This design comes from an exercise in tuning for a short achievable clock period and few clock cycles on the open sky130 flow, not from production work. At most, simulation tests tie the RTL to the original design; equivalence was not proved. No activity file was given, so power comes from the tool's default toggle rates.

Design mips_cpu, start of the top module:
module mips_cpu (
    input         clk,
    input         rst_n,
    output [31:0] imem_addr,
    input  [31:0] imem_data,
    output        dmem_re,
    output        dmem_we,
    output [31:0] dmem_addr,
    output [31:0] dmem_wdata,
    input  [31:0] dmem_rdata
);
Size: about 1600 flip-flops, about 160 I/O pins, roughly 89000 um2 of cells after synthesis.
==> flow/config.mk <==
export PLATFORM = sky130hd
export DESIGN_NAME = mips_cpu
export DESIGN_NICKNAME = mips_cpu
export VERILOG_FILES = /design/flow/design.v
export SDC_FILE = /design/flow/constraint.sdc
export NUM_CORES = 8
export LEC_CHECK = 0
export ABC_CLOCK_PERIOD_IN_PS = 3000
export CAP_MARGIN = 20
export CORE_MARGIN = 2
export CORE_UTILIZATION = 40
export SETUP_SLACK_MARGIN = 5
export SLEW_MARGIN = 20
==> flow/constraint.sdc <==
create_clock -name core_clock -period 10.5 [get_ports {clk}]
set_input_delay 2.1000 -clock core_clock [delete_from_list [all_inputs] [get_ports {clk}]]
set_output_delay 2.1000 -clock core_clock [all_outputs]
set_load 0.01 [all_outputs]
standard.sh (not shown) runs the stock make flow with config.mk's settings and CLKGATE_MAP_FILE= SYNTH_SCRIPT=/design/flow/synth_recipe.tcl, a recipe that flattens the netlist after the stock synthesis.
==> flow/flow/run.sh <==
#!/bin/bash
set -euo pipefail
bash standard.sh SETUP_SLACK_MARGIN=6.5 finish > flow_standard.log 2>&1
==> next run, changes <==
==> flow/flow/run.sh (replaced) <==
#!/bin/bash
set -euo pipefail
bash standard.sh SETUP_SLACK_MARGIN=7.5 finish > flow_standard.log 2>&1
The new run finished clean.
Via count grows by 6.7%.
Total power grows by 6.0%.
Setup slack gains 17 ps.
Fmax grows by 0.40%.
Clock skew grows by 17 ps.
No functional check of the RTL was part of any run of this note.

---

== build 17 ==
mips_cpu, a different RTL version from the one above (not shown whole).
Size: ~7400 cells after synthesis, ~160 I/O pins, about 0.088 mm² of cells after synthesis.
Settings: LEC_CHECK=0, ABC_CLOCK_PERIOD_IN_PS=3000, CAP_MARGIN=20, CORE_MARGIN=2, CORE_UTILIZATION=58, PLACE_DENSITY=0.75, SETUP_SLACK_MARGIN=5, SLEW_MARGIN=20, SYNTH_HIERARCHICAL=1; clock period 10.5 ns.
==> flow/flow/run.sh <==
#!/bin/bash
set -euo pipefail
bash standard.sh SETUP_SLACK_MARGIN=7.5 finish > flow_standard.log 2>&1
Build 17 completed; timing, DRC and antenna clean
> inputs changed (build 17 -> build 21)
Settings: CORE_UTILIZATION changed from 58 to 55; PLACE_DENSITY changed from 0.75 to 0.72.
==> flow/flow/run.sh <==
#!/bin/bash
set -euo pipefail
bash standard.sh SETUP_SLACK_MARGIN=6.8 finish > flow_standard.log 2>&1
--- outcome ---
Build 21 closes out successfully: all stages finished, all timing, DRC and antenna checks passed.
sky130_fd_sc_hd__mux2i_1 as the cell with the biggest individual delay on the critical path was reported by build 17, and sky130_fd_sc_hd__nor4_2 by build 21.
In terms of count of final setup violators, build 21 and build 17 differ only marginally.
Compared build 21 vs build 17, and hold slack is up in build 21.
Build 21 vs build 17: vias after detailed routing down by more than 10%
Re share of cells above drive strength 1: build 21 and build 17 aren't equal, and the higher value belongs to build 17.
--- input diff build 21..build 40 ---
==> flow/flow/run.sh <==
#!/bin/bash
set -euo pipefail
bash standard.sh SETUP_SLACK_MARGIN=7.5 finish > flow_standard.log 2>&1
==> run notes <==
The higher post-route non-filler standard cell count of build 21 and build 40 is in build 40.
Build 40 vs build 21 on final worst-path cycle share: build 40 is the lower one.
Compared with build 21, build 40 shows a non-clock buffer count that is 449 higher.
The worst hold margin in build 40 sits 11 ps below the value recorded for build 21.
Detailed-route DRC error count came out exactly the same in build 21 and build 40.
Setup slack after layout was higher in build 40 than in build 21.
Build 21 → build 40: first-iteration DRC count went up 31%, average routed wire per standard cell now sits higher, placed cell count did not really move, leakage power figure +9.2%.
Between build 40 and build 21, it is build 40 whose fraction of met2 tracks used by global routing is higher, by 5.9 points.
No run of this note included a check of the RTL's function; only the layout flow was run.

---

## run Y
Another version of the RTL of mips_cpu (not shown whole).
Size in the first run: roughly 160 I/O pins, ~0.088 sq mm of cells after synthesis.
clock: 10.5 ns
lec_check: 0
abc_clock_period_in_ps: 3000
cap_margin: 20
core_margin: 2
core_utilization: 50
place_density: 0.68
setup_slack_margin: 5
slew_margin: 20
synth_hierarchical: 1
==> flow/flow/run.sh <==
#!/bin/bash
set -euo pipefail
bash standard.sh SETUP_SLACK_MARGIN=7.5 finish > flow_standard.log 2>&1
Run Y finished every step from synthesis to the final layout, and the layout passed the timing, design-rule and antenna checks.
Setup changes, run Y to run F
# run Y
export LEC_CHECK = 0
export ABC_CLOCK_PERIOD_IN_PS = 3000
export CAP_MARGIN = 20
export CORE_MARGIN = 2
export CORE_UTILIZATION = 50
export PLACE_DENSITY = 0.68
export SETUP_SLACK_MARGIN = 5
export SLEW_MARGIN = 20
export SYNTH_HIERARCHICAL = 1
create_clock -name core_clock -period 10.5 [get_ports {clk}]
# run F
export LEC_CHECK = 0
export ABC_CLOCK_PERIOD_IN_PS = 3000
export CAP_MARGIN = 50
export CORE_MARGIN = 2
export CORE_UTILIZATION = 55
export PLACE_DENSITY = 0.72
export SETUP_SLACK_MARGIN = 5
export SLEW_MARGIN = 75
export SYNTH_HIERARCHICAL = 1
create_clock -name core_clock -period 10.5 [get_ports {clk}]
==> comparison <==
Run F reached the end of the flow, and the finished layout is clean on the timing, design-rule and antenna checks.
From run Y to run F the numbers moved as follows: maximum ir drop on the vdd rail went up, highest clock rate went up.
Per the comparison of run F with run Y, vertical die dimension fell about 4.6%, overall power now larger, transition time at the pin with the least slew margin now sits lower.
Run F vs run Y: via count up by a few percent
No functional check of the RTL was part of any run of this note.

---

mips_cpu, a different RTL version from the one above (not shown whole).
For scale: about 7400 cells after synthesis, roughly 88000 sq um of cells after synthesis.
## mips_cpu
module mips_cpu (
    input         clk,
    input         rst_n,
    output [31:0] imem_addr,
    input  [31:0] imem_data,
    output        dmem_re,
    output        dmem_we,
    output [31:0] dmem_addr,
    output [31:0] dmem_wdata,
    input  [31:0] dmem_rdata
);
export LEC_CHECK = 0
export ABC_CLOCK_PERIOD_IN_PS = 3000
export CAP_MARGIN = 50
export CORE_MARGIN = 2
export CORE_UTILIZATION = 55
export PLACE_DENSITY = 0.72
export SETUP_SLACK_MARGIN = 5
export SLEW_MARGIN = 75
export SYNTH_HIERARCHICAL = 1
create_clock -name core_clock -period 10.5 [get_ports {clk}]
Scripts as last shown in full above: flow/flow/run.sh
Testbench counts at the start, summed over its fixed seeds: cycles 528,967.
Edit:
--- a/flow/config.mk
+++ b/flow/config.mk
@@ -9 +9 @@
-export CAP_MARGIN = 50
+export CAP_MARGIN = 20
@@ -14 +14 @@
-export SLEW_MARGIN = 75
+export SLEW_MARGIN = 20
=> The new run finished with timing, DRC and antenna clean. Final cell count went down by 1.0%. Synthesized area does not change. Register-to-register slack gets better by 0.04 ns. Power went down by 2.5%. Combinational power went down by about 2%. Utilization went down by 2.8 points. Wire length went down by 2.1%. Setup slack gets better by 0.054 ns. Maximum frequency went up by 1.4%. Via count went down by 2.3%. Die area does not change.

-- separate check: timing with driven ports --
In the flow no input, the clock included, has a driving cell. The finished layouts below were timed again as built, in two steps.
Step 1 (the two cells are an assumption about what drives the block):
set clk [get_ports {clk}]
set_driving_cell -lib_cell sky130_fd_sc_hd__clkbuf_16 $clk
set_driving_cell -lib_cell sky130_fd_sc_hd__buf_2 [delete_from_list [all_inputs] $clk]
Step 2 moves the port delays by t, midway between the first and last clock arrival at a register: inputs arrive t later, outputs are due t later. That takes back most of the time a late clock gives input paths.
a / b / c = ideal / step 1 / step 2; a / b = the first two.
| run | t (ns) | slack for setup (ns) | worst hold slack (ns) |
|---|---|---|---|
| the first run of note 1 | 0.936 | 6.245 / 6.245 / 5.574 | 0.446 / 0.446 / 0.446 |
| the second run of note 1 | 0.942 | 6.262 / 6.262 / 5.449 | 0.468 / 0.468 / 0.468 |
| build 17 | 0.931 | 6.440 / 6.440 / 5.528 | 0.457 / 0.457 / 0.457 |
| build 21 | 0.905 | 6.544 / 6.462 / 5.557 | 0.469 / 0.469 / 0.469 |
| build 40 | 0.909 | 6.563 / 6.522 / 5.612 | 0.458 / 0.458 / 0.458 |
| run Y | 0.933 | 6.502 / 6.502 / 5.638 | 0.460 / 0.460 / 0.460 |
| run F | 0.911 | 6.550 / 6.550 / 5.649 | 0.457 / 0.457 / 0.457 |
| the first run of note 4 | 0.918 | 6.542 / 6.535 / 5.617 | 0.461 / 0.461 / 0.461 |
| the second run of note 4 | 0.901 | 6.596 / 6.528 / 5.627 | 0.434 / 0.434 / 0.434 |
After both steps setup and hold are still met in every run listed. For build 21, which loses most, drivers alone change the setup slack by -0.082 ns; drivers and shift together by -0.987 ns.
